Source: an optimization exercise on an open RTL-to-GDS flow (aim: small area). Production flows keep margins and buffers that such runs may drop.
The RTL was checked by simulation tests, not by an equivalence proof against the original design.
Power and IR drop assume default switching activity.

### design.v
module score4(
input logic clk,
input logic rst,
input logic left,
input logic right,
input logic put,
output logic player,
output logic invalid_move,
output logic win_a,
output logic win_b,
output logic full_panel,
output logic hsync,
output logic vsync,
output logic [3:0] red,
output logic [3:0] green,
output logic [3:0] blue
);
logic [2:0] col;           
logic [1:0] pix;           
logic [1:0] s00, s01, s02, s03, s04, s05, s06;
logic [1:0] s10, s11, s12, s13, s14, s15, s16;
logic [1:0] s20, s21, s22, s23, s24, s25, s26;
logic [1:0] s30, s31, s32, s33, s34, s35, s36;
logic [1:0] s40, s41, s42, s43, s44, s45, s46;
logic [1:0] s50, s51, s52, s53, s54, s55, s56;
wire nz00 = s00[0] | s00[1]; wire a00 = s00[0] & ~s00[1]; wire b00 = s00[1] & ~s00[0];
wire nz01 = s01[0] | s01[1]; wire a01 = s01[0] & ~s01[1]; wire b01 = s01[1] & ~s01[0];
wire nz02 = s02[0] | s02[1]; wire a02 = s02[0] & ~s02[1]; wire b02 = s02[1] & ~s02[0];
wire nz03 = s03[0] | s03[1]; wire a03 = s03[0] & ~s03[1]; wire b03 = s03[1] & ~s03[0];
wire nz04 = s04[0] | s04[1]; wire a04 = s04[0] & ~s04[1]; wire b04 = s04[1] & ~s04[0];
wire nz05 = s05[0] | s05[1]; wire a05 = s05[0] & ~s05[1]; wire b05 = s05[1] & ~s05[0];
wire nz06 = s06[0] | s06[1]; wire a06 = s06[0] & ~s06[1]; wire b06 = s06[1] & ~s06[0];
wire nz10 = s10[0] | s10[1]; wire a10 = s10[0] & ~s10[1]; wire b10 = s10[1] & ~s10[0];
wire nz11 = s11[0] | s11[1]; wire a11 = s11[0] & ~s11[1]; wire b11 = s11[1] & ~s11[0];
wire nz12 = s12[0] | s12[1]; wire a12 = s12[0] & ~s12[1]; wire b12 = s12[1] & ~s12[0];
wire nz13 = s13[0] | s13[1]; wire a13 = s13[0] & ~s13[1]; wire b13 = s13[1] & ~s13[0];
wire nz14 = s14[0] | s14[1]; wire a14 = s14[0] & ~s14[1]; wire b14 = s14[1] & ~s14[0];
wire nz15 = s15[0] | s15[1]; wire a15 = s15[0] & ~s15[1]; wire b15 = s15[1] & ~s15[0];
wire nz16 = s16[0] | s16[1]; wire a16 = s16[0] & ~s16[1]; wire b16 = s16[1] & ~s16[0];
wire nz20 = s20[0] | s20[1]; wire a20 = s20[0] & ~s20[1]; wire b20 = s20[1] & ~s20[0];
wire nz21 = s21[0] | s21[1]; wire a21 = s21[0] & ~s21[1]; wire b21 = s21[1] & ~s21[0];
wire nz22 = s22[0] | s22[1]; wire a22 = s22[0] & ~s22[1]; wire b22 = s22[1] & ~s22[0];
wire nz23 = s23[0] | s23[1]; wire a23 = s23[0] & ~s23[1]; wire b23 = s23[1] & ~s23[0];
wire nz24 = s24[0] | s24[1]; wire a24 = s24[0] & ~s24[1]; wire b24 = s24[1] & ~s24[0];
wire nz25 = s25[0] | s25[1]; wire a25 = s25[0] & ~s25[1]; wire b25 = s25[1] & ~s25[0];
wire nz26 = s26[0] | s26[1]; wire a26 = s26[0] & ~s26[1]; wire b26 = s26[1] & ~s26[0];
wire nz30 = s30[0] | s30[1]; wire a30 = s30[0] & ~s30[1]; wire b30 = s30[1] & ~s30[0];
wire nz31 = s31[0] | s31[1]; wire a31 = s31[0] & ~s31[1]; wire b31 = s31[1] & ~s31[0];
wire nz32 = s32[0] | s32[1]; wire a32 = s32[0] & ~s32[1]; wire b32 = s32[1] & ~s32[0];
wire nz33 = s33[0] | s33[1]; wire a33 = s33[0] & ~s33[1]; wire b33 = s33[1] & ~s33[0];
wire nz34 = s34[0] | s34[1]; wire a34 = s34[0] & ~s34[1]; wire b34 = s34[1] & ~s34[0];
wire nz35 = s35[0] | s35[1]; wire a35 = s35[0] & ~s35[1]; wire b35 = s35[1] & ~s35[0];
wire nz36 = s36[0] | s36[1]; wire a36 = s36[0] & ~s36[1]; wire b36 = s36[1] & ~s36[0];
wire nz40 = s40[0] | s40[1]; wire a40 = s40[0] & ~s40[1]; wire b40 = s40[1] & ~s40[0];
wire nz41 = s41[0] | s41[1]; wire a41 = s41[0] & ~s41[1]; wire b41 = s41[1] & ~s41[0];
wire nz42 = s42[0] | s42[1]; wire a42 = s42[0] & ~s42[1]; wire b42 = s42[1] & ~s42[0];
wire nz43 = s43[0] | s43[1]; wire a43 = s43[0] & ~s43[1]; wire b43 = s43[1] & ~s43[0];
wire nz44 = s44[0] | s44[1]; wire a44 = s44[0] & ~s44[1]; wire b44 = s44[1] & ~s44[0];
wire nz45 = s45[0] | s45[1]; wire a45 = s45[0] & ~s45[1]; wire b45 = s45[1] & ~s45[0];
wire nz46 = s46[0] | s46[1]; wire a46 = s46[0] & ~s46[1]; wire b46 = s46[1] & ~s46[0];
wire nz50 = s50[0] | s50[1]; wire a50 = s50[0] & ~s50[1]; wire b50 = s50[1] & ~s50[0];
wire nz51 = s51[0] | s51[1]; wire a51 = s51[0] & ~s51[1]; wire b51 = s51[1] & ~s51[0];
wire nz52 = s52[0] | s52[1]; wire a52 = s52[0] & ~s52[1]; wire b52 = s52[1] & ~s52[0];
wire nz53 = s53[0] | s53[1]; wire a53 = s53[0] & ~s53[1]; wire b53 = s53[1] & ~s53[0];
wire nz54 = s54[0] | s54[1]; wire a54 = s54[0] & ~s54[1]; wire b54 = s54[1] & ~s54[0];
wire nz55 = s55[0] | s55[1]; wire a55 = s55[0] & ~s55[1]; wire b55 = s55[1] & ~s55[0];
wire nz56 = s56[0] | s56[1]; wire a56 = s56[0] & ~s56[1]; wire b56 = s56[1] & ~s56[0];
wire [6:0] cs;
assign cs[0] = (col == 3'd0);
assign cs[1] = (col == 3'd1);
assign cs[2] = (col == 3'd2);
assign cs[3] = (col == 3'd3);
assign cs[4] = (col == 3'd4);
assign cs[5] = (col == 3'd5);
assign cs[6] = (col == 3'd6);
wire col_full = (cs[0] & nz00) | (cs[1] & nz01) | (cs[2] & nz02) | (cs[3] & nz03) | (cs[4] & nz04) | (cs[5] & nz05) | (cs[6] & nz06);
wire nobtn = ~put & ~right & ~left;
wire hwa = win_a & nobtn;   
wire hwb = win_b & nobtn;
wire pa0 = put & cs[0] & ~player; wire pb0 = put & cs[0] & player;
wire pa1 = put & cs[1] & ~player; wire pb1 = put & cs[1] & player;
wire pa2 = put & cs[2] & ~player; wire pb2 = put & cs[2] & player;
wire pa3 = put & cs[3] & ~player; wire pb3 = put & cs[3] & player;
wire pa4 = put & cs[4] & ~player; wire pb4 = put & cs[4] & player;
wire pa5 = put & cs[5] & ~player; wire pb5 = put & cs[5] & player;
wire pa6 = put & cs[6] & ~player; wire pb6 = put & cs[6] & player;
wire ma0 = a00 & a01 & a02 & a03; wire mb0 = b00 & b01 & b02 & b03; wire q0 = (ma0 & win_a) | (mb0 & win_b);
wire ma1 = a01 & a02 & a03 & a04; wire mb1 = b01 & b02 & b03 & b04; wire q1 = (ma1 & win_a) | (mb1 & win_b);
wire ma2 = a02 & a03 & a04 & a05; wire mb2 = b02 & b03 & b04 & b05; wire q2 = (ma2 & win_a) | (mb2 & win_b);
wire ma3 = a03 & a04 & a05 & a06; wire mb3 = b03 & b04 & b05 & b06; wire q3 = (ma3 & win_a) | (mb3 & win_b);
wire ma4 = a10 & a11 & a12 & a13; wire mb4 = b10 & b11 & b12 & b13; wire q4 = (ma4 & win_a) | (mb4 & win_b);
wire ma5 = a11 & a12 & a13 & a14; wire mb5 = b11 & b12 & b13 & b14; wire q5 = (ma5 & win_a) | (mb5 & win_b);
wire ma6 = a12 & a13 & a14 & a15; wire mb6 = b12 & b13 & b14 & b15; wire q6 = (ma6 & win_a) | (mb6 & win_b);
wire ma7 = a13 & a14 & a15 & a16; wire mb7 = b13 & b14 & b15 & b16; wire q7 = (ma7 & win_a) | (mb7 & win_b);
wire ma8 = a20 & a21 & a22 & a23; wire mb8 = b20 & b21 & b22 & b23; wire q8 = (ma8 & win_a) | (mb8 & win_b);
wire ma9 = a21 & a22 & a23 & a24; wire mb9 = b21 & b22 & b23 & b24; wire q9 = (ma9 & win_a) | (mb9 & win_b);
wire ma10 = a22 & a23 & a24 & a25; wire mb10 = b22 & b23 & b24 & b25; wire q10 = (ma10 & win_a) | (mb10 & win_b);
wire ma11 = a23 & a24 & a25 & a26; wire mb11 = b23 & b24 & b25 & b26; wire q11 = (ma11 & win_a) | (mb11 & win_b);
wire ma12 = a30 & a31 & a32 & a33; wire mb12 = b30 & b31 & b32 & b33; wire q12 = (ma12 & win_a) | (mb12 & win_b);
wire ma13 = a31 & a32 & a33 & a34; wire mb13 = b31 & b32 & b33 & b34; wire q13 = (ma13 & win_a) | (mb13 & win_b);
wire ma14 = a32 & a33 & a34 & a35; wire mb14 = b32 & b33 & b34 & b35; wire q14 = (ma14 & win_a) | (mb14 & win_b);
wire ma15 = a33 & a34 & a35 & a36; wire mb15 = b33 & b34 & b35 & b36; wire q15 = (ma15 & win_a) | (mb15 & win_b);
wire ma16 = a40 & a41 & a42 & a43; wire mb16 = b40 & b41 & b42 & b43; wire q16 = (ma16 & win_a) | (mb16 & win_b);
wire ma17 = a41 & a42 & a43 & a44; wire mb17 = b41 & b42 & b43 & b44; wire q17 = (ma17 & win_a) | (mb17 & win_b);
wire ma18 = a42 & a43 & a44 & a45; wire mb18 = b42 & b43 & b44 & b45; wire q18 = (ma18 & win_a) | (mb18 & win_b);
wire ma19 = a43 & a44 & a45 & a46; wire mb19 = b43 & b44 & b45 & b46; wire q19 = (ma19 & win_a) | (mb19 & win_b);
wire ma20 = a50 & a51 & a52 & a53; wire mb20 = b50 & b51 & b52 & b53; wire q20 = (ma20 & win_a) | (mb20 & win_b);
wire ma21 = a51 & a52 & a53 & a54; wire mb21 = b51 & b52 & b53 & b54; wire q21 = (ma21 & win_a) | (mb21 & win_b);
wire ma22 = a52 & a53 & a54 & a55; wire mb22 = b52 & b53 & b54 & b55; wire q22 = (ma22 & win_a) | (mb22 & win_b);
wire ma23 = a53 & a54 & a55 & a56; wire mb23 = b53 & b54 & b55 & b56; wire q23 = (ma23 & win_a) | (mb23 & win_b);
wire ma24 = a00 & a10 & a20 & a30; wire mb24 = b00 & b10 & b20 & b30; wire q24 = (ma24 & win_a) | (mb24 & win_b);
wire ma25 = a01 & a11 & a21 & a31; wire mb25 = b01 & b11 & b21 & b31; wire q25 = (ma25 & win_a) | (mb25 & win_b);
wire ma26 = a02 & a12 & a22 & a32; wire mb26 = b02 & b12 & b22 & b32; wire q26 = (ma26 & win_a) | (mb26 & win_b);
wire ma27 = a03 & a13 & a23 & a33; wire mb27 = b03 & b13 & b23 & b33; wire q27 = (ma27 & win_a) | (mb27 & win_b);
wire ma28 = a04 & a14 & a24 & a34; wire mb28 = b04 & b14 & b24 & b34; wire q28 = (ma28 & win_a) | (mb28 & win_b);
wire ma29 = a05 & a15 & a25 & a35; wire mb29 = b05 & b15 & b25 & b35; wire q29 = (ma29 & win_a) | (mb29 & win_b);
wire ma30 = a06 & a16 & a26 & a36; wire mb30 = b06 & b16 & b26 & b36; wire q30 = (ma30 & win_a) | (mb30 & win_b);
wire ma31 = a10 & a20 & a30 & a40; wire mb31 = b10 & b20 & b30 & b40; wire q31 = (ma31 & win_a) | (mb31 & win_b);
wire ma32 = a11 & a21 & a31 & a41; wire mb32 = b11 & b21 & b31 & b41; wire q32 = (ma32 & win_a) | (mb32 & win_b);
wire ma33 = a12 & a22 & a32 & a42; wire mb33 = b12 & b22 & b32 & b42; wire q33 = (ma33 & win_a) | (mb33 & win_b);
wire ma34 = a13 & a23 & a33 & a43; wire mb34 = b13 & b23 & b33 & b43; wire q34 = (ma34 & win_a) | (mb34 & win_b);
wire ma35 = a14 & a24 & a34 & a44; wire mb35 = b14 & b24 & b34 & b44; wire q35 = (ma35 & win_a) | (mb35 & win_b);
wire ma36 = a15 & a25 & a35 & a45; wire mb36 = b15 & b25 & b35 & b45; wire q36 = (ma36 & win_a) | (mb36 & win_b);
wire ma37 = a16 & a26 & a36 & a46; wire mb37 = b16 & b26 & b36 & b46; wire q37 = (ma37 & win_a) | (mb37 & win_b);
wire ma38 = a20 & a30 & a40 & a50; wire mb38 = b20 & b30 & b40 & b50; wire q38 = (ma38 & win_a) | (mb38 & win_b);
wire ma39 = a21 & a31 & a41 & a51; wire mb39 = b21 & b31 & b41 & b51; wire q39 = (ma39 & win_a) | (mb39 & win_b);
wire ma40 = a22 & a32 & a42 & a52; wire mb40 = b22 & b32 & b42 & b52; wire q40 = (ma40 & win_a) | (mb40 & win_b);
wire ma41 = a23 & a33 & a43 & a53; wire mb41 = b23 & b33 & b43 & b53; wire q41 = (ma41 & win_a) | (mb41 & win_b);
wire ma42 = a24 & a34 & a44 & a54; wire mb42 = b24 & b34 & b44 & b54; wire q42 = (ma42 & win_a) | (mb42 & win_b);
wire ma43 = a25 & a35 & a45 & a55; wire mb43 = b25 & b35 & b45 & b55; wire q43 = (ma43 & win_a) | (mb43 & win_b);
wire ma44 = a26 & a36 & a46 & a56; wire mb44 = b26 & b36 & b46 & b56; wire q44 = (ma44 & win_a) | (mb44 & win_b);
wire ma45 = a30 & a21 & a12 & a03; wire mb45 = b30 & b21 & b12 & b03; wire q45 = (ma45 & win_a) | (mb45 & win_b);
wire ma46 = a31 & a22 & a13 & a04; wire mb46 = b31 & b22 & b13 & b04; wire q46 = (ma46 & win_a) | (mb46 & win_b);
wire ma47 = a32 & a23 & a14 & a05; wire mb47 = b32 & b23 & b14 & b05; wire q47 = (ma47 & win_a) | (mb47 & win_b);
wire ma48 = a33 & a24 & a15 & a06; wire mb48 = b33 & b24 & b15 & b06; wire q48 = (ma48 & win_a) | (mb48 & win_b);
wire ma49 = a40 & a31 & a22 & a13; wire mb49 = b40 & b31 & b22 & b13; wire q49 = (ma49 & win_a) | (mb49 & win_b);
wire ma50 = a41 & a32 & a23 & a14; wire mb50 = b41 & b32 & b23 & b14; wire q50 = (ma50 & win_a) | (mb50 & win_b);
wire ma51 = a42 & a33 & a24 & a15; wire mb51 = b42 & b33 & b24 & b15; wire q51 = (ma51 & win_a) | (mb51 & win_b);
wire ma52 = a43 & a34 & a25 & a16; wire mb52 = b43 & b34 & b25 & b16; wire q52 = (ma52 & win_a) | (mb52 & win_b);
wire ma53 = a50 & a41 & a32 & a23; wire mb53 = b50 & b41 & b32 & b23; wire q53 = (ma53 & win_a) | (mb53 & win_b);
wire ma54 = a51 & a42 & a33 & a24; wire mb54 = b51 & b42 & b33 & b24; wire q54 = (ma54 & win_a) | (mb54 & win_b);
wire ma55 = a52 & a43 & a34 & a25; wire mb55 = b52 & b43 & b34 & b25; wire q55 = (ma55 & win_a) | (mb55 & win_b);
wire ma56 = a53 & a44 & a35 & a26; wire mb56 = b53 & b44 & b35 & b26; wire q56 = (ma56 & win_a) | (mb56 & win_b);
wire ma57 = a00 & a11 & a22 & a33; wire mb57 = b00 & b11 & b22 & b33; wire q57 = (ma57 & win_a) | (mb57 & win_b);
wire ma58 = a01 & a12 & a23 & a34; wire mb58 = b01 & b12 & b23 & b34; wire q58 = (ma58 & win_a) | (mb58 & win_b);
wire ma59 = a02 & a13 & a24 & a35; wire mb59 = b02 & b13 & b24 & b35; wire q59 = (ma59 & win_a) | (mb59 & win_b);
wire ma60 = a03 & a14 & a25 & a36; wire mb60 = b03 & b14 & b25 & b36; wire q60 = (ma60 & win_a) | (mb60 & win_b);
wire ma61 = a10 & a21 & a32 & a43; wire mb61 = b10 & b21 & b32 & b43; wire q61 = (ma61 & win_a) | (mb61 & win_b);
wire ma62 = a11 & a22 & a33 & a44; wire mb62 = b11 & b22 & b33 & b44; wire q62 = (ma62 & win_a) | (mb62 & win_b);
wire ma63 = a12 & a23 & a34 & a45; wire mb63 = b12 & b23 & b34 & b45; wire q63 = (ma63 & win_a) | (mb63 & win_b);
wire ma64 = a13 & a24 & a35 & a46; wire mb64 = b13 & b24 & b35 & b46; wire q64 = (ma64 & win_a) | (mb64 & win_b);
wire ma65 = a20 & a31 & a42 & a53; wire mb65 = b20 & b31 & b42 & b53; wire q65 = (ma65 & win_a) | (mb65 & win_b);
wire ma66 = a21 & a32 & a43 & a54; wire mb66 = b21 & b32 & b43 & b54; wire q66 = (ma66 & win_a) | (mb66 & win_b);
wire ma67 = a22 & a33 & a44 & a55; wire mb67 = b22 & b33 & b44 & b55; wire q67 = (ma67 & win_a) | (mb67 & win_b);
wire ma68 = a23 & a34 & a45 & a56; wire mb68 = b23 & b34 & b45 & b56; wire q68 = (ma68 & win_a) | (mb68 & win_b);
wire hl00 = nobtn & (q0 | q24 | q57);
wire g00 = nz10 & ~nz00;   
wire hl01 = nobtn & (q0 | q1 | q25 | q58);
wire g01 = nz11 & ~nz01;   
wire hl02 = nobtn & (q0 | q1 | q2 | q26 | q59);
wire g02 = nz12 & ~nz02;   
wire hl03 = nobtn & (q0 | q1 | q2 | q3 | q27 | q45 | q60);
wire g03 = nz13 & ~nz03;   
wire hl04 = nobtn & (q1 | q2 | q3 | q28 | q46);
wire g04 = nz14 & ~nz04;   
wire hl05 = nobtn & (q2 | q3 | q29 | q47);
wire g05 = nz15 & ~nz05;   
wire hl06 = nobtn & (q3 | q30 | q48);
wire g06 = nz16 & ~nz06;   
wire hl10 = nobtn & (q4 | q24 | q31 | q61);
wire g10 = nz20 & ~nz10;   
wire hl11 = nobtn & (q4 | q5 | q25 | q32 | q57 | q62);
wire g11 = nz21 & ~nz11;   
wire hl12 = nobtn & (q4 | q5 | q6 | q26 | q33 | q45 | q58 | q63);
wire g12 = nz22 & ~nz12;   
wire hl13 = nobtn & (q4 | q5 | q6 | q7 | q27 | q34 | q46 | q49 | q59 | q64);
wire g13 = nz23 & ~nz13;   
wire hl14 = nobtn & (q5 | q6 | q7 | q28 | q35 | q47 | q50 | q60);
wire g14 = nz24 & ~nz14;   
wire hl15 = nobtn & (q6 | q7 | q29 | q36 | q48 | q51);
wire g15 = nz25 & ~nz15;   
wire hl16 = nobtn & (q7 | q30 | q37 | q52);
wire g16 = nz26 & ~nz16;   
wire hl20 = nobtn & (q8 | q24 | q31 | q38 | q65);
wire g20 = nz30 & ~nz20;   
wire hl21 = nobtn & (q8 | q9 | q25 | q32 | q39 | q45 | q61 | q66);
wire g21 = nz31 & ~nz21;   
wire hl22 = nobtn & (q8 | q9 | q10 | q26 | q33 | q40 | q46 | q49 | q57 | q62 | q67);
wire g22 = nz32 & ~nz22;   
wire hl23 = nobtn & (q8 | q9 | q10 | q11 | q27 | q34 | q41 | q47 | q50 | q53 | q58 | q63 | q68);
wire g23 = nz33 & ~nz23;   
wire hl24 = nobtn & (q9 | q10 | q11 | q28 | q35 | q42 | q48 | q51 | q54 | q59 | q64);
wire g24 = nz34 & ~nz24;   
wire hl25 = nobtn & (q10 | q11 | q29 | q36 | q43 | q52 | q55 | q60);
wire g25 = nz35 & ~nz25;   
wire hl26 = nobtn & (q11 | q30 | q37 | q44 | q56);
wire g26 = nz36 & ~nz26;   
wire hl30 = nobtn & (q12 | q24 | q31 | q38 | q45);
wire g30 = nz40 & ~nz30;   
wire hl31 = nobtn & (q12 | q13 | q25 | q32 | q39 | q46 | q49 | q65);
wire g31 = nz41 & ~nz31;   
wire hl32 = nobtn & (q12 | q13 | q14 | q26 | q33 | q40 | q47 | q50 | q53 | q61 | q66);
wire g32 = nz42 & ~nz32;   
wire hl33 = nobtn & (q12 | q13 | q14 | q15 | q27 | q34 | q41 | q48 | q51 | q54 | q57 | q62 | q67);
wire g33 = nz43 & ~nz33;   
wire hl34 = nobtn & (q13 | q14 | q15 | q28 | q35 | q42 | q52 | q55 | q58 | q63 | q68);
wire g34 = nz44 & ~nz34;   
wire hl35 = nobtn & (q14 | q15 | q29 | q36 | q43 | q56 | q59 | q64);
wire g35 = nz45 & ~nz35;   
wire hl36 = nobtn & (q15 | q30 | q37 | q44 | q60);
wire g36 = nz46 & ~nz36;   
wire hl40 = nobtn & (q16 | q31 | q38 | q49);
wire g40 = nz50 & ~nz40;   
wire hl41 = nobtn & (q16 | q17 | q32 | q39 | q50 | q53);
wire g41 = nz51 & ~nz41;   
wire hl42 = nobtn & (q16 | q17 | q18 | q33 | q40 | q51 | q54 | q65);
wire g42 = nz52 & ~nz42;   
wire hl43 = nobtn & (q16 | q17 | q18 | q19 | q34 | q41 | q52 | q55 | q61 | q66);
wire g43 = nz53 & ~nz43;   
wire hl44 = nobtn & (q17 | q18 | q19 | q35 | q42 | q56 | q62 | q67);
wire g44 = nz54 & ~nz44;   
wire hl45 = nobtn & (q18 | q19 | q36 | q43 | q63 | q68);
wire g45 = nz55 & ~nz45;   
wire hl46 = nobtn & (q19 | q37 | q44 | q64);
wire g46 = nz56 & ~nz46;   
wire hl50 = nobtn & (q20 | q38 | q53);
wire g50 = ~nz50;   
wire hl51 = nobtn & (q20 | q21 | q39 | q54);
wire g51 = ~nz51;   
wire hl52 = nobtn & (q20 | q21 | q22 | q40 | q55);
wire g52 = ~nz52;   
wire hl53 = nobtn & (q20 | q21 | q22 | q23 | q41 | q56 | q65);
wire g53 = ~nz53;   
wire hl54 = nobtn & (q21 | q22 | q23 | q42 | q66);
wire g54 = ~nz54;   
wire hl55 = nobtn & (q22 | q23 | q43 | q67);
wire g55 = ~nz55;   
wire hl56 = nobtn & (q23 | q44 | q68);
wire g56 = ~nz56;   
logic wa_n, wb_n;
always_comb begin
  wa_n = win_a; wb_n = win_b;
  if (ma0) begin wa_n = 1'b1; wb_n = 1'b0; end else if (mb0) begin wa_n = 1'b0; wb_n = 1'b1; end
  if (ma1) begin wa_n = 1'b1; wb_n = 1'b0; end else if (mb1) begin wa_n = 1'b0; wb_n = 1'b1; end
  if (ma2) begin wa_n = 1'b1; wb_n = 1'b0; end else if (mb2) begin wa_n = 1'b0; wb_n = 1'b1; end
  if (ma3) begin wa_n = 1'b1; wb_n = 1'b0; end else if (mb3) begin wa_n = 1'b0; wb_n = 1'b1; end
  if (ma4) begin wa_n = 1'b1; wb_n = 1'b0; end else if (mb4) begin wa_n = 1'b0; wb_n = 1'b1; end
  if (ma5) begin wa_n = 1'b1; wb_n = 1'b0; end else if (mb5) begin wa_n = 1'b0; wb_n = 1'b1; end
  if (ma6) begin wa_n = 1'b1; wb_n = 1'b0; end else if (mb6) begin wa_n = 1'b0; wb_n = 1'b1; end
  if (ma7) begin wa_n = 1'b1; wb_n = 1'b0; end else if (mb7) begin wa_n = 1'b0; wb_n = 1'b1; end
  if (ma8) begin wa_n = 1'b1; wb_n = 1'b0; end else if (mb8) begin wa_n = 1'b0; wb_n = 1'b1; end
  if (ma9) begin wa_n = 1'b1; wb_n = 1'b0; end else if (mb9) begin wa_n = 1'b0; wb_n = 1'b1; end
  if (ma10) begin wa_n = 1'b1; wb_n = 1'b0; end else if (mb10) begin wa_n = 1'b0; wb_n = 1'b1; end
  if (ma11) begin wa_n = 1'b1; wb_n = 1'b0; end else if (mb11) begin wa_n = 1'b0; wb_n = 1'b1; end
  if (ma12) begin wa_n = 1'b1; wb_n = 1'b0; end else if (mb12) begin wa_n = 1'b0; wb_n = 1'b1; end
  if (ma13) begin wa_n = 1'b1; wb_n = 1'b0; end else if (mb13) begin wa_n = 1'b0; wb_n = 1'b1; end
  if (ma14) begin wa_n = 1'b1; wb_n = 1'b0; end else if (mb14) begin wa_n = 1'b0; wb_n = 1'b1; end
  if (ma15) begin wa_n = 1'b1; wb_n = 1'b0; end else if (mb15) begin wa_n = 1'b0; wb_n = 1'b1; end
  if (ma16) begin wa_n = 1'b1; wb_n = 1'b0; end else if (mb16) begin wa_n = 1'b0; wb_n = 1'b1; end
  if (ma17) begin wa_n = 1'b1; wb_n = 1'b0; end else if (mb17) begin wa_n = 1'b0; wb_n = 1'b1; end
  if (ma18) begin wa_n = 1'b1; wb_n = 1'b0; end else if (mb18) begin wa_n = 1'b0; wb_n = 1'b1; end
  if (ma19) begin wa_n = 1'b1; wb_n = 1'b0; end else if (mb19) begin wa_n = 1'b0; wb_n = 1'b1; end
  if (ma20) begin wa_n = 1'b1; wb_n = 1'b0; end else if (mb20) begin wa_n = 1'b0; wb_n = 1'b1; end
  if (ma21) begin wa_n = 1'b1; wb_n = 1'b0; end else if (mb21) begin wa_n = 1'b0; wb_n = 1'b1; end
  if (ma22) begin wa_n = 1'b1; wb_n = 1'b0; end else if (mb22) begin wa_n = 1'b0; wb_n = 1'b1; end
  if (ma23) begin wa_n = 1'b1; wb_n = 1'b0; end else if (mb23) begin wa_n = 1'b0; wb_n = 1'b1; end
  if (ma24) begin wa_n = 1'b1; wb_n = 1'b0; end else if (mb24) begin wa_n = 1'b0; wb_n = 1'b1; end
  if (ma25) begin wa_n = 1'b1; wb_n = 1'b0; end else if (mb25) begin wa_n = 1'b0; wb_n = 1'b1; end
  if (ma26) begin wa_n = 1'b1; wb_n = 1'b0; end else if (mb26) begin wa_n = 1'b0; wb_n = 1'b1; end
  if (ma27) begin wa_n = 1'b1; wb_n = 1'b0; end else if (mb27) begin wa_n = 1'b0; wb_n = 1'b1; end
  if (ma28) begin wa_n = 1'b1; wb_n = 1'b0; end else if (mb28) begin wa_n = 1'b0; wb_n = 1'b1; end
  if (ma29) begin wa_n = 1'b1; wb_n = 1'b0; end else if (mb29) begin wa_n = 1'b0; wb_n = 1'b1; end
  if (ma30) begin wa_n = 1'b1; wb_n = 1'b0; end else if (mb30) begin wa_n = 1'b0; wb_n = 1'b1; end
  if (ma31) begin wa_n = 1'b1; wb_n = 1'b0; end else if (mb31) begin wa_n = 1'b0; wb_n = 1'b1; end
  if (ma32) begin wa_n = 1'b1; wb_n = 1'b0; end else if (mb32) begin wa_n = 1'b0; wb_n = 1'b1; end
  if (ma33) begin wa_n = 1'b1; wb_n = 1'b0; end else if (mb33) begin wa_n = 1'b0; wb_n = 1'b1; end
  if (ma34) begin wa_n = 1'b1; wb_n = 1'b0; end else if (mb34) begin wa_n = 1'b0; wb_n = 1'b1; end
  if (ma35) begin wa_n = 1'b1; wb_n = 1'b0; end else if (mb35) begin wa_n = 1'b0; wb_n = 1'b1; end
  if (ma36) begin wa_n = 1'b1; wb_n = 1'b0; end else if (mb36) begin wa_n = 1'b0; wb_n = 1'b1; end
  if (ma37) begin wa_n = 1'b1; wb_n = 1'b0; end else if (mb37) begin wa_n = 1'b0; wb_n = 1'b1; end
  if (ma38) begin wa_n = 1'b1; wb_n = 1'b0; end else if (mb38) begin wa_n = 1'b0; wb_n = 1'b1; end
  if (ma39) begin wa_n = 1'b1; wb_n = 1'b0; end else if (mb39) begin wa_n = 1'b0; wb_n = 1'b1; end
  if (ma40) begin wa_n = 1'b1; wb_n = 1'b0; end else if (mb40) begin wa_n = 1'b0; wb_n = 1'b1; end
  if (ma41) begin wa_n = 1'b1; wb_n = 1'b0; end else if (mb41) begin wa_n = 1'b0; wb_n = 1'b1; end
  if (ma42) begin wa_n = 1'b1; wb_n = 1'b0; end else if (mb42) begin wa_n = 1'b0; wb_n = 1'b1; end
  if (ma43) begin wa_n = 1'b1; wb_n = 1'b0; end else if (mb43) begin wa_n = 1'b0; wb_n = 1'b1; end
  if (ma44) begin wa_n = 1'b1; wb_n = 1'b0; end else if (mb44) begin wa_n = 1'b0; wb_n = 1'b1; end
  if (ma45) begin wa_n = 1'b1; wb_n = 1'b0; end else if (mb45) begin wa_n = 1'b0; wb_n = 1'b1; end
  if (ma46) begin wa_n = 1'b1; wb_n = 1'b0; end else if (mb46) begin wa_n = 1'b0; wb_n = 1'b1; end
  if (ma47) begin wa_n = 1'b1; wb_n = 1'b0; end else if (mb47) begin wa_n = 1'b0; wb_n = 1'b1; end
  if (ma48) begin wa_n = 1'b1; wb_n = 1'b0; end else if (mb48) begin wa_n = 1'b0; wb_n = 1'b1; end
  if (ma49) begin wa_n = 1'b1; wb_n = 1'b0; end else if (mb49) begin wa_n = 1'b0; wb_n = 1'b1; end
  if (ma50) begin wa_n = 1'b1; wb_n = 1'b0; end else if (mb50) begin wa_n = 1'b0; wb_n = 1'b1; end
  if (ma51) begin wa_n = 1'b1; wb_n = 1'b0; end else if (mb51) begin wa_n = 1'b0; wb_n = 1'b1; end
  if (ma52) begin wa_n = 1'b1; wb_n = 1'b0; end else if (mb52) begin wa_n = 1'b0; wb_n = 1'b1; end
  if (ma53) begin wa_n = 1'b1; wb_n = 1'b0; end else if (mb53) begin wa_n = 1'b0; wb_n = 1'b1; end
  if (ma54) begin wa_n = 1'b1; wb_n = 1'b0; end else if (mb54) begin wa_n = 1'b0; wb_n = 1'b1; end
  if (ma55) begin wa_n = 1'b1; wb_n = 1'b0; end else if (mb55) begin wa_n = 1'b0; wb_n = 1'b1; end
  if (ma56) begin wa_n = 1'b1; wb_n = 1'b0; end else if (mb56) begin wa_n = 1'b0; wb_n = 1'b1; end
  if (ma57) begin wa_n = 1'b1; wb_n = 1'b0; end else if (mb57) begin wa_n = 1'b0; wb_n = 1'b1; end
  if (ma58) begin wa_n = 1'b1; wb_n = 1'b0; end else if (mb58) begin wa_n = 1'b0; wb_n = 1'b1; end
  if (ma59) begin wa_n = 1'b1; wb_n = 1'b0; end else if (mb59) begin wa_n = 1'b0; wb_n = 1'b1; end
  if (ma60) begin wa_n = 1'b1; wb_n = 1'b0; end else if (mb60) begin wa_n = 1'b0; wb_n = 1'b1; end
  if (ma61) begin wa_n = 1'b1; wb_n = 1'b0; end else if (mb61) begin wa_n = 1'b0; wb_n = 1'b1; end
  if (ma62) begin wa_n = 1'b1; wb_n = 1'b0; end else if (mb62) begin wa_n = 1'b0; wb_n = 1'b1; end
  if (ma63) begin wa_n = 1'b1; wb_n = 1'b0; end else if (mb63) begin wa_n = 1'b0; wb_n = 1'b1; end
  if (ma64) begin wa_n = 1'b1; wb_n = 1'b0; end else if (mb64) begin wa_n = 1'b0; wb_n = 1'b1; end
  if (ma65) begin wa_n = 1'b1; wb_n = 1'b0; end else if (mb65) begin wa_n = 1'b0; wb_n = 1'b1; end
  if (ma66) begin wa_n = 1'b1; wb_n = 1'b0; end else if (mb66) begin wa_n = 1'b0; wb_n = 1'b1; end
  if (ma67) begin wa_n = 1'b1; wb_n = 1'b0; end else if (mb67) begin wa_n = 1'b0; wb_n = 1'b1; end
  if (ma68) begin wa_n = 1'b1; wb_n = 1'b0; end else if (mb68) begin wa_n = 1'b0; wb_n = 1'b1; end
end
always_ff @(posedge clk or negedge rst)
  if (!rst) begin
    s00 <= 2'b00; s01 <= 2'b00; s02 <= 2'b00; s03 <= 2'b00; s04 <= 2'b00; s05 <= 2'b00; s06 <= 2'b00;
    s10 <= 2'b00; s11 <= 2'b00; s12 <= 2'b00; s13 <= 2'b00; s14 <= 2'b00; s15 <= 2'b00; s16 <= 2'b00;
    s20 <= 2'b00; s21 <= 2'b00; s22 <= 2'b00; s23 <= 2'b00; s24 <= 2'b00; s25 <= 2'b00; s26 <= 2'b00;
    s30 <= 2'b00; s31 <= 2'b00; s32 <= 2'b00; s33 <= 2'b00; s34 <= 2'b00; s35 <= 2'b00; s36 <= 2'b00;
    s40 <= 2'b00; s41 <= 2'b00; s42 <= 2'b00; s43 <= 2'b00; s44 <= 2'b00; s45 <= 2'b00; s46 <= 2'b00;
    s50 <= 2'b00; s51 <= 2'b00; s52 <= 2'b00; s53 <= 2'b00; s54 <= 2'b00; s55 <= 2'b00; s56 <= 2'b00;
  end else begin
    s00 <= s00 | {2{hl00}} | {pb0 & g00, pa0 & g00};
    s01 <= s01 | {2{hl01}} | {pb1 & g01, pa1 & g01};
    s02 <= s02 | {2{hl02}} | {pb2 & g02, pa2 & g02};
    s03 <= s03 | {2{hl03}} | {pb3 & g03, pa3 & g03};
    s04 <= s04 | {2{hl04}} | {pb4 & g04, pa4 & g04};
    s05 <= s05 | {2{hl05}} | {pb5 & g05, pa5 & g05};
    s06 <= s06 | {2{hl06}} | {pb6 & g06, pa6 & g06};
    s10 <= s10 | {2{hl10}} | {pb0 & g10, pa0 & g10};
    s11 <= s11 | {2{hl11}} | {pb1 & g11, pa1 & g11};
    s12 <= s12 | {2{hl12}} | {pb2 & g12, pa2 & g12};
    s13 <= s13 | {2{hl13}} | {pb3 & g13, pa3 & g13};
    s14 <= s14 | {2{hl14}} | {pb4 & g14, pa4 & g14};
    s15 <= s15 | {2{hl15}} | {pb5 & g15, pa5 & g15};
    s16 <= s16 | {2{hl16}} | {pb6 & g16, pa6 & g16};
    s20 <= s20 | {2{hl20}} | {pb0 & g20, pa0 & g20};
    s21 <= s21 | {2{hl21}} | {pb1 & g21, pa1 & g21};
    s22 <= s22 | {2{hl22}} | {pb2 & g22, pa2 & g22};
    s23 <= s23 | {2{hl23}} | {pb3 & g23, pa3 & g23};
    s24 <= s24 | {2{hl24}} | {pb4 & g24, pa4 & g24};
    s25 <= s25 | {2{hl25}} | {pb5 & g25, pa5 & g25};
    s26 <= s26 | {2{hl26}} | {pb6 & g26, pa6 & g26};
    s30 <= s30 | {2{hl30}} | {pb0 & g30, pa0 & g30};
    s31 <= s31 | {2{hl31}} | {pb1 & g31, pa1 & g31};
    s32 <= s32 | {2{hl32}} | {pb2 & g32, pa2 & g32};
    s33 <= s33 | {2{hl33}} | {pb3 & g33, pa3 & g33};
    s34 <= s34 | {2{hl34}} | {pb4 & g34, pa4 & g34};
    s35 <= s35 | {2{hl35}} | {pb5 & g35, pa5 & g35};
    s36 <= s36 | {2{hl36}} | {pb6 & g36, pa6 & g36};
    s40 <= s40 | {2{hl40}} | {pb0 & g40, pa0 & g40};
    s41 <= s41 | {2{hl41}} | {pb1 & g41, pa1 & g41};
    s42 <= s42 | {2{hl42}} | {pb2 & g42, pa2 & g42};
    s43 <= s43 | {2{hl43}} | {pb3 & g43, pa3 & g43};
    s44 <= s44 | {2{hl44}} | {pb4 & g44, pa4 & g44};
    s45 <= s45 | {2{hl45}} | {pb5 & g45, pa5 & g45};
    s46 <= s46 | {2{hl46}} | {pb6 & g46, pa6 & g46};
    s50 <= s50 | {2{hl50}} | {pb0 & g50, pa0 & g50};
    s51 <= s51 | {2{hl51}} | {pb1 & g51, pa1 & g51};
    s52 <= s52 | {2{hl52}} | {pb2 & g52, pa2 & g52};
    s53 <= s53 | {2{hl53}} | {pb3 & g53, pa3 & g53};
    s54 <= s54 | {2{hl54}} | {pb4 & g54, pa4 & g54};
    s55 <= s55 | {2{hl55}} | {pb5 & g55, pa5 & g55};
    s56 <= s56 | {2{hl56}} | {pb6 & g56, pa6 & g56};
  end
always_ff @(posedge clk or negedge rst)
  if (!rst) begin
    col <= 3'd0;
    player <= 1'b0;
    invalid_move <= 1'b0;
    win_a <= 1'b0;
    win_b <= 1'b0;
    full_panel <= 1'b0;
  end else begin
    win_a <= wa_n;
    win_b <= wb_n;
    full_panel <= nz00 & nz01 & nz02 & nz03 & nz04 & nz05 & nz06;
    if (put) begin
      invalid_move <= col_full;
      if (!col_full) player <= ~player;
    end else if (right) begin
      col <= (col == 3'd6) ? 3'd0 : col + 3'd1;
    end else if (left) begin
      col <= (col == 3'd0) ? 3'd6 : col - 3'd1;
    end
  end
logic en;
logic [5:0] rx, ry;
logic [4:0] qx, qy;
wire rx_end = rx[5] & rx[2] & rx[1] & rx[0];                   
wire ry_end = ry[5] & ry[2] & ry[1] & ry[0];                   
wire x_end = qx[4] & qx[2] & qx[1] & qx[0] & (rx[4:0] == 5'd14);  
wire y_end = qy[4] & qy[0] & ry[5] & ry[2] & ry[1] & ~ry[0];      
always_ff @(posedge clk or negedge rst)
  if (!rst) begin
    en <= 1'b0;
    rx <= 6'd15; qx <= 5'd3;
    ry <= 6'd35; qy <= 5'd4;
  end else begin
    en <= ~en;
    if (en) begin
      if (x_end) begin
        rx <= 6'd15; qx <= 5'd3;
        if (y_end) begin
          ry <= 6'd35; qy <= 5'd4;
        end else if (ry_end) begin
          ry <= 6'd0; qy <= qy + 5'd1;
        end else
          ry <= ry + 6'd1;
      end else if (rx_end) begin
        rx <= 6'd0; qx <= qx + 5'd1;
      end else
        rx <= rx + 6'd1;
    end
  end
wire rx_ge31 = rx[5] | (&rx[4:0]);
wire ry_ge31 = ry[5] | (&ry[4:0]);
assign hsync = ~((qx == 5'd19 & rx_ge31) | qx == 5'd20 | qx == 5'd21 | (qx == 5'd22 & rx <= 6'd6));
assign vsync = ~(qy == 5'd17 & ry[5:1] == 5'd3);
wire incol = (qx[4:3] == 2'b01) & (qx[2:0] != 3'd7) & ~rx_ge31;
wire inrow = (qy[4:3] == 2'b01) & (qy[2:1] != 2'b11) & ~ry_ge31;
wire inbar = (qy == 5'd14 & ry >= 6'd35) | (qy == 5'd15 & ry <= 6'd15);
logic [1:0] sqv;
always_comb begin
  sqv = 2'b00;
  case (qy[2:0])
    3'd0: case (qx[2:0])
      3'd0: sqv = s00;
      3'd1: sqv = s01;
      3'd2: sqv = s02;
      3'd3: sqv = s03;
      3'd4: sqv = s04;
      3'd5: sqv = s05;
      3'd6: sqv = s06;
      default: sqv = 2'b00;
    endcase
    3'd1: case (qx[2:0])
      3'd0: sqv = s10;
      3'd1: sqv = s11;
      3'd2: sqv = s12;
      3'd3: sqv = s13;
      3'd4: sqv = s14;
      3'd5: sqv = s15;
      3'd6: sqv = s16;
      default: sqv = 2'b00;
    endcase
    3'd2: case (qx[2:0])
      3'd0: sqv = s20;
      3'd1: sqv = s21;
      3'd2: sqv = s22;
      3'd3: sqv = s23;
      3'd4: sqv = s24;
      3'd5: sqv = s25;
      3'd6: sqv = s26;
      default: sqv = 2'b00;
    endcase
    3'd3: case (qx[2:0])
      3'd0: sqv = s30;
      3'd1: sqv = s31;
      3'd2: sqv = s32;
      3'd3: sqv = s33;
      3'd4: sqv = s34;
      3'd5: sqv = s35;
      3'd6: sqv = s36;
      default: sqv = 2'b00;
    endcase
    3'd4: case (qx[2:0])
      3'd0: sqv = s40;
      3'd1: sqv = s41;
      3'd2: sqv = s42;
      3'd3: sqv = s43;
      3'd4: sqv = s44;
      3'd5: sqv = s45;
      3'd6: sqv = s46;
      default: sqv = 2'b00;
    endcase
    3'd5: case (qx[2:0])
      3'd0: sqv = s50;
      3'd1: sqv = s51;
      3'd2: sqv = s52;
      3'd3: sqv = s53;
      3'd4: sqv = s54;
      3'd5: sqv = s55;
      3'd6: sqv = s56;
      default: sqv = 2'b00;
    endcase
    default: sqv = 2'b00;
  endcase
end
wire [1:0] pix_n = (inrow & incol) ? sqv :
                   (inbar & incol & (qx[2:0] == col)) ? {player, ~player} : 2'b00;
always_ff @(posedge clk or negedge rst)
  if (!rst) pix <= 2'b00;
  else pix <= pix_n;
assign red   = {4{pix[0] & ~pix[1]}};
assign green = {4{pix[1] & ~pix[0]}};
assign blue  = {4{pix[1] & pix[0]}};
endmodule
### flow/run.sh
#!/bin/bash
# The standard layout (standard.sh) with three changes, all set through
# ORFS's own variables:
#  - ABC maps the logic with an area-oriented script (flow/abc_area.script),
#  - clock tree synthesis uses small clock buffers and no dummy loads,
#  - the port buffers are the smallest buffer cell.
set -e
rm -rf scripts_mod
cp -r "$FLOW_HOME/scripts" scripts_mod
cp flow/abc_area.script scripts_mod/abc_area.script
export SCRIPTS_DIR="$PWD/scripts_mod"
export CTS_ARGS="-sink_clustering_enable -repair_clock_nets -buf_list {sky130_fd_sc_hd__clkbuf_4 sky130_fd_sc_hd__clkbuf_8} -root_buf sky130_fd_sc_hd__clkbuf_8 -dont_use_dummy_load"
export BUFFER_PORTS_ARGS="-buffer_cell sky130_fd_sc_hd__buf_1"
bash standard.sh > standard.log 2>&1
### flow/abc_area.script
strash
&get -n
&st
&dc2
&dch -f
&nf -a
&put
topo
### standard.sh
#!/bin/bash
# synth_recipe.tcl (not shown) runs the flow's synth.tcl, then flattens the netlist and writes it again
# the make line also repeats each setting of config.mk as NAME=value (left out here)
make -C /OpenROAD-flow-scripts/flow DESIGN_CONFIG=/design/flow/config.mk WORK_HOME=/design/flow/orfs CLKGATE_MAP_FILE= SYNTH_SCRIPT=/design/flow/synth_recipe.tcl "${@:-finish}"
### config.mk
export PLATFORM = sky130hd
export DESIGN_NAME = score4
export DESIGN_NICKNAME = score4
export VERILOG_FILES = /design/flow/design.v
export SDC_FILE = /design/flow/constraint.sdc
export NUM_CORES = 4
export LEC_CHECK = 0
export ABC_AREA = 1
export CAP_MARGIN = 20
export CORE_MARGIN = 2
export CORE_UTILIZATION = 40
export SLEW_MARGIN = 20
### constraint.sdc
create_clock -name core_clock -period 20.0 [get_ports {clk}]
set_input_delay 4.0000 -clock core_clock [delete_from_list [all_inputs] [get_ports {clk}]]
set_output_delay 4.0000 -clock core_clock [all_outputs]
set_load 0.01 [all_outputs]
==> qor.txt, run 1 <==
CP Class: register to register
Post-Layout Cell Count: 1557
Row cnt: 55
Die W: 156 um
Core Area: 22700 um2
Peak VDD IR: 0.102 mV
Wire per inst: 30.9 um
Die ar.: 24500 um2
Syn Inst Count: 1227
Hold WS: 0.497 ns
Yosys reg bits: 117
HP Class: register to register
Setup violations, final: 0
Pre-Repair DR Iteration Count: 7
Clock-pin slew on the worst setup and hold paths: 0.08 ns
Worst Setup End Kind: register
Synthesized net count: 1255
Mean area per synthesized cell: 7.57 um2
Synth cell types: 53
Largest area contributor in the synthesized netlist: dfrtp_1
Clock latency on the worst-skew pair: 0.47 ns
R2r startpoint: s03[1]$_DFF_PN0_
Post-CTS Hold Fix Bufs: 0
Input/output buffers: 23
Gr usage total: 39.8%
Largest net degree at the start of global routing: 68
CP startpoint kind: register
First-pass GRT wire length: 70700 um
Setup TNS: 0 ns
Warnings, synthesis: 1
Power Internal: 0.528 mW
Top FF cell, synth: dfrtp_1
Layout Nets: 1301
HP Start: ry[1]$_DFFE_PN1P_
Critical Path Slowest Stage Cell: a2111o_1
Flop pwr share: 38.5%
Sequential share of the synthesized area: 31.7%
Maxcap violations: 0
Min setup slack post-route: 9.77 ns
Commonest non-fill, non-tap cell in the layout: nor2_1
Sw power: 0.651 mW
Worst Reg-to-Reg Cells: 66
Slew Limit Headroom: 22.8%
DRC Markers: 0
Number of global-route vias before repair: 10666
Root Buffer: clkbuf_8
Post-DP HPWL: 37800 um
Status: no timing/DRC/antenna violations
Placement Setup Slack: 10.29 ns
Initial antenna violation count: 2
Total grt overflow: 0
Die Ht: 156 um
Fmax: 0.0977 GHz
TritonCTS Buffers: 17
Worst slew pin tran: 1.15 ns
Setup Fix Bufs, Post-CTS: 0
Hold Path Cell Cnt: 2
Number of antenna-violating nets in the routed design: 0
Mapped Area: 9290 um2
Reg2Reg Setup Slack: 9.77 ns
Max-slew violation count: 0
Worst EP arrival: 10.56 ns
Async SR Flop Fraction: 100%
Vias: 11219
Placed insts: 1539
Post-route core utilization: 44.1%
Switching share of power: 55.2%
Clk pwr share: 14.2%
Cts repair resizes: 0
Hold Path End: ry[1]$_DFFE_PN1P_
Synth area leaders: dfrtp_1 (29%), nor4_1 (8.3%), nor2_1 (6.8%)
RSZ-0062 raised after global routing: no
Layout cells sized above 1: 3.38%
Post-synth EDFFs: 0
P_leak: 3.56 nW
Routed vias/inst: 7.21
Initial DRC count: 1921
Clk sink count: 117
TritonCTS clock tree: done
Critical path's largest stage delay: 0.46 ns
Final Hold Fails: 0
Max Root-Sink Buffers: 2
CP most frequent cell: a21oi_1
Worst R2R End: win_b$_DFFE_PN0P_
Yosys top cell area share: 28.8%
Clk_skew: 0.0378 ns
CTS H-Tree Depth: 4
Final worst path period need: 10.23 ns
Initial Util: 40.9%
Total wire length: 48100 um
Worst path required time: 20.33 ns
Period utilization: 51.2%
PD cells: 118 nW/um2
Layout area overhead: 7.81%
Commonest cells after routing, fill and taps aside: nor2_1 (168), nor4_1 (123), nand2_1 (108)
Crit path max fanout: 8
Final GP Congestion: 1.13
Comb power frac: 47.4%
I/O pin count: 24
## cells in the mapped netlist (3+ instances only)
library cell and count:
a221o_1 6, o31ai_1 7, a32oi_1 4, dfstp_2 10, nand4_1 16, nand2_1 108
or4_1 8, nor3_1 35, buf_4 9, dfrtp_1 107, a22oi_1 25, a21oi_1 73
xor2_1 5, nor4_1 123, or3_1 35, a222oi_1 16, o21ai_0 107, ha_1 23
o21bai_1 15, a31oi_1 13, nor2_1 168, or2_0 6, o311ai_0 8, nand3_1 27
a41oi_1 3, a22o_1 30, and3_1 10, o211ai_1 10, nor2b_1 11, and2_0 5
xnor2_1 5, o22ai_1 19, nand2b_1 76, o41ai_1 9, clkinv_1 64, o21a_1 5
## final cells by class
| type | count | area (um2) |
|---|---|---|
| fill | 2388 | 12700 |
| multi-input combinational | 1037 | 6050 |
| sequential | 117 | 2940 |
| tap | 285 | 357 |
| inverter | 64 | 240 |
| clock buffer | 17 | 234 |
| timing repair buffer | 36 | 188 |
| antenna | 1 | 2.50 |
## stage by stage
step | total power [mW] | instance area [um2]
after floorplan | 0.713 | 9290
after global placement | 0.978 | 9780
after detailed placement | 0.969 | 9780
after CTS | 1.14 | 10000
after global routing | 1.23 | 10000
final | 1.18 | 10000
## state kept, by name, indices dropped and copies added (netlist names), 3 cells and up
register	cells
rx	6
ry	6
qx	5
qy	5
col	3
## cell families (layout without fill, tap and decap cells)
group | count (synthesis) | after routing | share of synthesized area (%)
other cells | 0 | 1 | 0
compound gates | 366 | 366 | 25.9
flops | 117 | 117 | 31.7
simple gates | 636 | 636 | 34.9
fa+ha+maj | 23 | 23 | 3.10
mux | 2 | 2 | 0.216
buf+inv | 73 | 117 | 3.31
xor+xnor | 10 | 10 | 0.943
## how the worst max path moves through the flow
stage | start | end | depth (start not counted)
detailed placement | s02[1]$_DFF_PN0_ | win_b$_DFFE_PN0P_ | 66
finish | s03[1]$_DFF_PN0_ | win_b$_DFFE_PN0P_ | 66
floorplan | s02[1]$_DFF_PN0_ | win_b$_DFFE_PN0P_ | 66
global placement | s03[1]$_DFF_PN0_ | win_b$_DFFE_PN0P_ | 66
CTS | s02[1]$_DFF_PN0_ | win_b$_DFFE_PN0P_ | 66
global route | s02[1]$_DFF_PN0_ | win_b$_DFFE_PN0P_ | 66
## critical path, delay by kind of cell (launching register included)
family | cells | cell delay [ns]
flops | 1 | 0.43
simple gates | 1 | 0.32
compound gates | 65 | 9.36
## power groups by stage
stage | registers [mW] | logic (mW) | clock network, mW
6_report | 0.453 | 0.558 | 0.167
4_1_cts | 0.444 | 0.524 | 0.169
3_3_place_gp | 0.445 | 0.533 | 0
3_5_place_dp | 0.447 | 0.522 | 0
5_1_grt | 0.461 | 0.589 | 0.177
2_1_floorplan | 0.406 | 0.307 | 0
## layer usage
metal  up-vias  GRT usage, %  part of all wire, %
met5         -         0.414                0.025
met4         2          21.9                  6.5
met3       219          15.8                   14
met2       888          57.3                   41
met1      5315          50.8                   38
li1       4795             -                    -
==> inputs of run 2 (changes only) <==
==> run.sh (new file) <==
#!/bin/bash
# synth_recipe.tcl (not shown) runs the flow's synth.tcl, then flattens the netlist and writes it again
# the make line also repeats each setting of config.mk as NAME=value (left out here)
make -C /OpenROAD-flow-scripts/flow DESIGN_CONFIG=/design/flow/config.mk WORK_HOME=/design/flow/orfs CLKGATE_MAP_FILE= SYNTH_SCRIPT=/design/flow/synth_recipe.tcl finish
--- a/config.mk
+++ b/config.mk
@@ -6,7 +6,9 @@
 export NUM_CORES = 4
 export LEC_CHECK = 0
 export ABC_AREA = 1
+export ABC_CLOCK_PERIOD_IN_PS = 20000
 export CAP_MARGIN = 20
 export CORE_MARGIN = 2
 export CORE_UTILIZATION = 40
+export CTS_BUF_LIST = sky130_fd_sc_hd__clkbuf_4 sky130_fd_sc_hd__clkbuf_8
 export SLEW_MARGIN = 20
removed: flow/run.sh
removed: flow/abc_area.script
removed: standard.sh
==> qor.txt, run 2 <==
Most Crowded Layer GR: met2
Pre-Repair DR Iteration Count: 6
Maxcap violations: 0
Layout area overhead: 9.72%
Filler cells: 2610
Vias: 12102
Yosys top cell area share: 27.2%
Final GP Congestion: 1.17
Mean area per synthesized cell: 6.54 um2
Comb power frac: 48.6%
Number of global-route vias before repair: 11431
Total grt overflow: 0
Placement Setup Slack: 11.52 ns
Crit path max fanout: 4
Total wire length: 53200 um
Slew Limit Headroom: 24.0%
Mapped Area: 9850 um2
Commonest cells after routing, fill and taps aside: nand2_1 (324), inv_1 (185), nor2_1 (178)
RSZ-0062 raised after global routing: no
Worst path required time: 20.37 ns
Met1 Usage GRT: 52.5%
Async SR Flop Fraction: 100%
Power Internal: 0.581 mW
Flop pwr share: 32.6%
TritonCTS Buffers: 17
Root Buffer: clkbuf_8
Yosys reg bits: 117
I/O pin count: 24
Critical path's largest stage delay: 0.53 ns
CP startpoint kind: register
Worst Reg-to-Reg Cells: 133
Met3 usage: 11.9%
Post-CTS Hold Fix Bufs: 0
Clk_skew: 0.0235 ns
Reg area: 2940 um2
Largest net degree at the start of global routing: 67
TritonCTS clock tree: done
Final instance area: 10800 um2
Worst slew pin tran: 1.13 ns
Routed vias/inst: 6.50
DRC Markers: 0
Synth area leaders: dfrtp_1 (27%), nand2_1 (12%), inv_1 (7.1%)
Setup violations, final: 0
Status: no timing/DRC/antenna violations
Post-synth top cells: nand2_1 (324), inv_1 (186), nor2_1 (178)
Max-slew violation count: 0
Initial DRC count: 1698
Initial antenna violation count: 3
Reg2Reg Setup Slack: 11.04 ns
Clk pwr share: 18.7%
Worst Setup End Kind: register
Warnings, synthesis: 1
Synthesized net count: 1534
Critical Path Slowest Stage Cell: nor2_1
Sw power: 0.734 mW
Clock-pin slew on the worst setup and hold paths: 0.09 ns
CP Class: register to register
Die Ht: 161 um
HP Start: ry[1]$_DFFE_PN1P_
Top FF cell, synth: dfrtp_1
Input/output buffers: 23
Fmax: 0.112 GHz
Row cnt: 57
Biggest regs: rx (6), ry (6)
Min setup slack post-route: 11.04 ns
P_leak: 5.28 nW
Worst setup path startpoint: s02[0]$_DFF_PN0_
Worst R2R End: win_b$_DFFE_PN0P_
Initial Util: 40.6%
Die ar.: 25900 um2
Post-synth EDFFs: 0
Commonest non-fill, non-tap cell in the layout: nand2_1
Placed cell area: 10400 um2
Final Hold Fails: 0
Number of antenna-violating nets in the routed design: 0
First-pass GRT wire length: 77100 um
Cts repair resizes: 0
Clock latency on the worst-skew pair: 0.48 ns
Multi-input gate area: 5900 um2
Setup TNS: 0 ns
Grt met2 use: 61.6%
Final worst path period need: 8.96 ns
Switching share of power: 55.8%
PD cells: 122 nW/um2
Wire per inst: 28.6 um
Clk sink count: 117
Period utilization: 44.8%
Worst EP arrival: 9.33 ns
Core Area: 24200 um2
Setup Fix Bufs, Post-CTS: 0
Layout Nets: 1550
CP endpoint: win_b$_DFFE_PN0P_
Syn Inst Count: 1506
Synth cell types: 51
Peak VDD IR: 0.0844 mV
Post-layout power: 1.31 mW
Post-DP HPWL: 43000 um
Sequential share of the synthesized area: 29.9%
Max Root-Sink Buffers: 2
R2r startpoint: s02[0]$_DFF_PN0_
Largest area contributor in the synthesized netlist: dfrtp_1
CP most frequent cell: nand2_1
CTS H-Tree Depth: 4
Gr usage total: 41.0%
HP Class: register to register
Die W: 161 um
Top-count cell post-synth: nand2_1
Layout cells sized above 1: 7.75%
==> run 2: cell types whose count changed in the layout (fill, tap and decap cells not counted), moves of 25 or more <==
cell	delta
clkinv_1	-61
o21ai_0	-59
or3_1	-33
inv_2	+25
nand2_1	+216
inv_1	+185
a211oi_1	+29
nand4_1	+49
nand3_1	+92
nand2b_1	-76
a22o_1	-29
o22ai_1	+63
nor4_1	-106
==> run 2: kinds of logic after synthesis <==
kind of cell             Yosys count  synth area share (%)
flip-flops                       117                  29.9
adder cells (fa/ha/maj)           23                  2.92
buffers and inverters            251                  10.3
AND/OR/NAND/NOR                  788                  36.0
AO/OA/AOI/OAI                    322                  20.5
XOR/XNOR                           5                 0.445
==> run 2: stage by stage <==
step	std cells	hold slack (ns)	utilization (%)
6_report	1862	0.478	44.6
5_1_grt	1859	0.512	44.5
4_1_cts	1859	0.480	44.5
3_5_place_dp	1827	0.467	42.8
3_3_place_gp	1827	0.472	42.8
2_1_floorplan	1506	0.453	-
==> run 2: worst min path at each step <==
| stage | to | slack, ns | cells after the start |
|---|---|---|---|
| after global routing | ry[1]$_DFFE_PN1P_ | 0.51 | 2 |
| after global placement | ry[1]$_DFFE_PN1P_ | 0.47 | 2 |
| final | ry[1]$_DFFE_PN1P_ | 0.48 | 2 |
| after detailed placement | ry[1]$_DFFE_PN1P_ | 0.47 | 2 |
| after CTS | ry[1]$_DFFE_PN1P_ | 0.48 | 2 |
| after floorplan | ry[1]$_DFFE_PN1P_ | 0.45 | 2 |
==> run 2: final cells by class <==
type | count | area share, %
clock buffers | 18 | 2.29
clock inverters | 14 | 1.54
well taps | 324 | 3.75
repair buffers | 31 | 2.66
inverters | 217 | 7.84
flip-flops and latches | 117 | 27.2
diodes | 3 | 0.0695
multi-input cells | 1138 | 54.6
==> run 2: worst max-delay path: cells and delay by family (launching register included) <==
kind | cells | cell delay (ns)
AO/OA/AOI/OAI | 1 | 0.26
buffers and inverters | 1 | 0.09
flip-flops | 1 | 0.41
AND/OR/NAND/NOR | 131 | 8.12
==> run 2: layer usage <==
metal | share of wire (%) | vias up
li1 | - | 5267
met4 | 7.1 | 4
met5 | 0.041 | -
met1 | 39 | 5682
met2 | 42 | 911
met3 | 11 | 238
==> run 2: power by group through the flow <==
stage | Clock (mW) | Combinational, mW | Sequential, mW
floorplan | 0 | 0.382 | 0.386
global placement | 0 | 0.610 | 0.424
detailed placement | 0 | 0.604 | 0.425
CTS | 0.247 | 0.606 | 0.423
global route | 0.257 | 0.671 | 0.439
finish | 0.246 | 0.639 | 0.429

[what the ideal ports hide]
The results above use ideal ports. As a check the final layouts listed here were re-extracted and re-timed, cells and wires unchanged.
Step 1, drivers: a clkbuf_16 drives clk and a buf_2 each remaining input, both assumed.
Step 2, shift: input delay + t, output delay - t, t = (earliest + latest rising clock arrival at the registers) / 2. This alone moves slack from input paths to output paths.
Three values: ideal ports, drivers, drivers and shift; two values: the first two.
run | shift t [ns] | setup WS [ns] | worst setup path after step 2 | latest minus earliest clock arrival (ns) | pins driven straight from the clock port
run 1 | 0.492 | 9.770 / 9.770 / 9.770 | register to register | 0.037 / 0.038 | 1
run 2 | 0.521 | 11.042 / 11.042 / 11.042 | register to register | 0.024 / 0.024 | 1
After both steps every run listed still meets setup and hold.
